This is an optimization exercise on Yosys and OpenROAD, whose aim is small area and a short achievable clock period, not a production implementation. Only simulation tests tie the RTL to the original design; equivalence was not proved. Power and IR drop assume default switching activity.

==> flow/design.v (excerpt) <==
module OV7670(
	input Reset,
	output reg [11:0]  PixelData,
	output [14:0] PAddress,
	output reg WPixel,
	input Pclock,
	input Href,
	input Vsync,
	input [7:0] Data,
	output reg [1:0] Promedio,
	output reg [1:0] Forma
);
	reg Href_prev, VSync_prev, Sync;
	reg [7:0] XPixel, YPixel;
	reg [10:0] PAhi;             
	reg [1:0] fcol;              
	reg fk;                      
	reg rgtg, ggtr;              
	reg [3:0] cM;                
	reg armW, armR, armG, armB;  
	reg fresh;                   
	reg [2:0] fd;                
	reg gRG, gGR, gRB, gBR, gGB, gBG;  
	assign PAddress = {PAhi, XPixel[3:0]};
	wire vs_rise = Vsync & ~VSync_prev;
	wire fall    = ~Vsync & ~Href & Href_prev;
	wire hi_byte = ~Vsync & Href & ~Sync;
	wire lo_byte = ~Vsync & Href & Sync;
	wire clr = Reset | vs_rise;
	wire [7:0] xp1, yp1;
	wire x_all1, y_all1;
	OV7670_inc #(8) ix(.q(XPixel), .en(1'b1), .y(xp1), .all1(x_all1));
	OV7670_inc #(8) iy(.q(YPixel), .en(1'b1), .y(yp1), .all1(y_all1));
	wire x_ge175 = XPixel[7] & (XPixel[6] | XPixel[5] & (XPixel[4] | (&XPixel[3:0])));
	wire x_gt175 = XPixel[7] & (XPixel[6] | XPixel[5] & XPixel[4]);
	wire y_ge143 = YPixel[7] & (YPixel[6] | YPixel[5] | YPixel[4] | (&YPixel[3:0]));
	wire y_gt143 = YPixel[7] & (YPixel[6] | YPixel[5] | YPixel[4]);
	wire x_out_inc = x_ge175 & ~x_all1;
	wire y_out_inc = y_ge143 & ~y_all1;
	wire pd_zero = ~Vsync & (fall ? y_out_inc : (y_gt143 | (lo_byte ? x_out_inc : x_gt175)));
	wire x_lo15 = &XPixel[3:0];
	wire [6:0] U = PAhi[10:4];
	wire [3:0] L = PAhi[3:0];
	wire [6:0] u_up, u_dn;
	wire u_all1;
  ...
Size in the first run: roughly 190 flip-flops.
clock: 8.0 ns
lec_check: 0
cap_margin: 10
core_margin: 2
core_utilization: 50
cts_buf_list: sky130_fd_sc_hd__clkbuf_4 sky130_fd_sc_hd__clkbuf_8
place_density: 0.65
setup_slack_margin: 5
slew_margin: 10
standard.sh (not shown) runs the stock make flow with config.mk's settings and CLKGATE_MAP_FILE= SYNTH_SCRIPT=/design/flow/synth_recipe.tcl, a recipe that flattens the netlist after the stock synthesis.
==> flow/flow/run.sh <==
#!/bin/bash
# The standard layout, with plain buffers (instead of the default delay
# buffer) on the input and output ports.
set -euo pipefail
bash standard.sh 'BUFFER_PORTS_ARGS=-buffer_cell sky130_fd_sc_hd__buf_2' finish > standard.log 2>&1
The starting point finished clean.
==> next run, changes <==
- CAP_MARGIN: 10 -> 0
- CORE_UTILIZATION: 50 -> 40
- PLACE_DENSITY: 0.65 -> not set
- SLEW_MARGIN: 10 -> 0
Result: The changed run ran to the end with no violations. Non-clock buffer count drops by 3. Core utilization falls by 12 points. Cell count went up by about 4%. Die area rises by 24%. Cell area climbs by about 0.7%. Worst hold slack gets better by 0.0056 ns. Total power hardly moves. Count of clock-buffer cells in the layout grows by 5. Routed wire length is higher by about 4%. Sequential share of layout area fell by 0.25 points.
==> next run, changes <==
- CAP_MARGIN: 0 -> 20
- CTS_BUF_LIST: sky130_fd_sc_hd__clkbuf_4 sky130_fd_sc_hd__clkbuf_8 -> not set
- SLEW_MARGIN: 0 -> 20
The new run finished with timing, DRC and antenna clean.
Power grows by 11%.
Via count grows by 0.60%.
Cell count stays flat.
Hold slack loses 0.0044 ns.
Fmax is lower by 0.33%.
Cell area came out higher by 1.9%.
Critical path depth came out higher by 1.
Synthesized cell count is unchanged.
Routed wire length is higher by 1.1%.
==> next run, changes <==
- CAP_MARGIN: 20 -> 10
- CTS_BUF_LIST: not set -> sky130_fd_sc_hd__clkbuf_4 sky130_fd_sc_hd__clkbuf_8
- GPL_ROUTABILITY_DRIVEN: not set -> 0
- GPL_TIMING_DRIVEN: not set -> 0
- SLEW_MARGIN: 20 -> 10
=> The new run finished with timing, DRC and antenna clean; cell count rose by 3.3%; non-clock buffer count rose by 58; clock power fell by 13%; die area stays the same; final area rose by 0.74%; global-route usage rose by 1.0 points; first-iteration DRC count rose by 4.7%; total power fell by 5.4%; combinational power rose by about 7%.

* * *

lane 5:
OV7670, a different RTL version from the one above (not shown whole).
For scale: roughly 1300 cells after synthesis, roughly 44 I/O pins, roughly 0.011 sq mm of cells after synthesis.
export LEC_CHECK = 0
export CAP_MARGIN = 20
export CORE_MARGIN = 2
export CORE_UTILIZATION = 40
export SLEW_MARGIN = 20
create_clock -name core_clock -period 8.0 [get_ports {Pclock}]
run.sh (not shown) runs the stock make flow with config.mk's settings and CLKGATE_MAP_FILE= SYNTH_SCRIPT=/design/flow/synth_recipe.tcl, a recipe that flattens the netlist after the stock synthesis.
Stock flow here: none of the scripts above is used.
Changes in lane 4 relative to lane 5:
# lane 5
export LEC_CHECK = 0
export CAP_MARGIN = 20
export CORE_MARGIN = 2
export CORE_UTILIZATION = 40
export SLEW_MARGIN = 20
create_clock -name core_clock -period 8.0 [get_ports {Pclock}]
# lane 4
export LEC_CHECK = 0
export CAP_MARGIN = 20
export CORE_MARGIN = 2
export CORE_UTILIZATION = 40
export SETUP_SLACK_MARGIN = 5
export SLEW_MARGIN = 20
create_clock -name core_clock -period 8.0 [get_ports {Pclock}]
==> run summary <==
[lane 4] share of cell area taken by multi-input logic gates rose 0.57 points relative to lane 5
Compared to lane 5, lane 4 has total power draw 0.83% higher.
Compared with lane 5, lane 4 shows a count of nets after finishing that is 48 higher.
Sort lane 5 and lane 4 by final worst-path cycle share asc -> top: lane 4
Of the two values seen for critical path class, register to register was produced by lane 4 and input port to register by lane 5.
Lane 4 vs lane 5: transition time at the pin with the least slew margin up in lane 4
Clock power share, lane 5 and lane 4: higher on lane 5

* * *

RTL: one of the versions met above, not the one the previous note started from.
For scale: roughly 190 flip-flops, about 44 I/O pins.
==> flow/design.v (excerpt) <==
module OV7670(
	input Reset,
	output reg [11:0]  PixelData,
	output [14:0] PAddress,
	output reg WPixel,
	input Pclock,
	input Href,
	input Vsync,
	input [7:0] Data,
	output reg [1:0] Promedio,
	output reg [1:0] Forma
);
export LEC_CHECK = 0
export CAP_MARGIN = 10
export CORE_MARGIN = 2
export CORE_UTILIZATION = 40
export CTS_BUF_LIST = sky130_fd_sc_hd__clkbuf_4 sky130_fd_sc_hd__clkbuf_8
export SETUP_SLACK_MARGIN = 5
export SLEW_MARGIN = 10
create_clock -name core_clock -period 8.0 [get_ports {Pclock}]
standard.sh (not shown) runs the stock make flow with config.mk's settings and CLKGATE_MAP_FILE= SYNTH_SCRIPT=/design/flow/synth_recipe.tcl, a recipe that flattens the netlist after the stock synthesis.
Scripts as last shown in full above: flow/flow/run.sh
Rerun with:
--- a/flow/config.mk
+++ b/flow/config.mk
@@ -10,4 +10,3 @@
 export CORE_UTILIZATION = 40
 export CTS_BUF_LIST = sky130_fd_sc_hd__clkbuf_4 sky130_fd_sc_hd__clkbuf_8
-export SETUP_SLACK_MARGIN = 5
 export SLEW_MARGIN = 10
=> Non-clock buffer count went down by 7. Synthesized cell count does not change. Die area stays the same. Sequential share of layout area goes up by 0.65 points.
Rerun with:
--- a/flow/config.mk
+++ b/flow/config.mk
@@ -10,3 +10,5 @@
 export CORE_UTILIZATION = 40
 export CTS_BUF_LIST = sky130_fd_sc_hd__clkbuf_4 sky130_fd_sc_hd__clkbuf_8
+export SETUP_SLACK_MARGIN = 5
 export SLEW_MARGIN = 10
+export TNS_END_PERCENT = 10
The changed run passed the timing, design-rule and antenna checks; clock skew rose by 0.0059 ns; global-route usage rose by 0.86 points; synthesized area is unchanged; first-iteration DRC count rose by 17%; final cell count rose by 0.45%; cell area rose by 1.6%; critical path depth fell by 3; sequential share of layout area fell by 0.56 points; core utilization rose by 0.68 points.
Rerun with:
==> flow/config.mk (replaced) <==
export PLATFORM = sky130hd
export DESIGN_NAME = OV7670
export DESIGN_NICKNAME = OV7670
export VERILOG_FILES = /design/flow/design.v
export SDC_FILE = /design/flow/constraint.sdc
export NUM_CORES = 4
export LEC_CHECK = 0
export CAP_MARGIN = 20
export CORE_MARGIN = 2
export CORE_UTILIZATION = 65
export PLACE_DENSITY = 0.75
export SETUP_SLACK_MARGIN = 5
export SLEW_MARGIN = 20
Combinational power is about the same.
Design area came out higher by 1.8%.
Final cell count came out lower by 6.8%.
First-iteration DRC count came out higher by 18%.
Rerun with:
==> flow/flow/run.sh (replaced) <==
#!/bin/bash
# The standard layout, with plain buffers (instead of the default delay
# buffer) on the input and output ports.
set -euo pipefail
bash standard.sh 'BUFFER_PORTS_ARGS=-buffer_cell sky130_fd_sc_hd__buf_1' finish > standard.log 2>&1
--- a/flow/config.mk
+++ b/flow/config.mk
@@ -6,8 +6,8 @@
 export NUM_CORES = 4
 export LEC_CHECK = 0
-export CAP_MARGIN = 20
+export CAP_MARGIN = 10
 export CORE_MARGIN = 2
-export CORE_UTILIZATION = 65
-export PLACE_DENSITY = 0.75
+export CORE_UTILIZATION = 40
+export CTS_BUF_LIST = sky130_fd_sc_hd__clkbuf_4 sky130_fd_sc_hd__clkbuf_8
 export SETUP_SLACK_MARGIN = 5
-export SLEW_MARGIN = 20
+export SLEW_MARGIN = 10
Result: Synthesized area stays the same; total power goes down by 11%; utilization goes down by 29 points; worst hold slack improves by 0.018 ns; combinational power goes down by about 4%; routed wire length barely changes; global-route usage goes down by 9.1 points; critical path depth goes up by 1; register-to-register slack improves by 0.02 ns.

## separate check: timing with driven ports
Ports are ideal in the flow. The routed layouts listed here were re-timed in OpenROAD. Step 1 sets driving cells, clkbuf_16 on the clock port and buf_2 on the other inputs (assumed; they add their load-dependent delay and slew). Step 2, shift: input delay + t, output delay - t, t = (earliest + latest rising clock arrival at the registers) / 2. This alone moves slack from input paths to output paths. a / b / c = no drivers / after step 1 / after step 2; a / b = the first two.
run	shift t [ns]	setup WS [ns]	hold WS [ns]	worst setup path after step 2
the first run of note 1	0.513	5.067 / 5.081 / 4.568	0.452 / 0.452 / 0.452	input to register
the second run of note 1	0.509	5.076 / 5.089 / 4.580	0.458 / 0.458 / 0.458	input to register
the third run of note 1	0.477	5.066 / 5.093 / 4.617	0.454 / 0.454 / 0.454	input to register
the fourth run of note 1	0.518	5.082 / 5.104 / 4.586	0.456 / 0.456 / 0.456	input to register
lane 5	0.475	3.543 / 3.570 / 3.095	0.455 / 0.455 / 0.455	input to register
lane 4	0.482	4.686 / 4.686 / 4.408	0.455 / 0.455 / 0.455	input to register
the first run of note 3	0.509	5.076 / 5.089 / 4.580	0.458 / 0.458 / 0.458	input to register
the second run of note 3	0.506	4.196 / 4.204 / 3.699	0.458 / 0.458 / 0.458	input to register
the third run of note 3	0.522	4.966 / 4.976 / 4.455	0.461 / 0.461 / 0.461	input to register
the fourth run of note 3	0.479	5.036 / 5.061 / 4.582	0.448 / 0.448 / 0.448	input to register
the fifth run of note 3	0.512	5.063 / 5.084 / 4.573	0.467 / 0.467 / 0.467	input to register
After both steps every run listed still meets setup and hold. For the third run of note 3, which loses most, drivers alone change the setup slack by +0.010 ns; drivers and shift together by -0.511 ns.
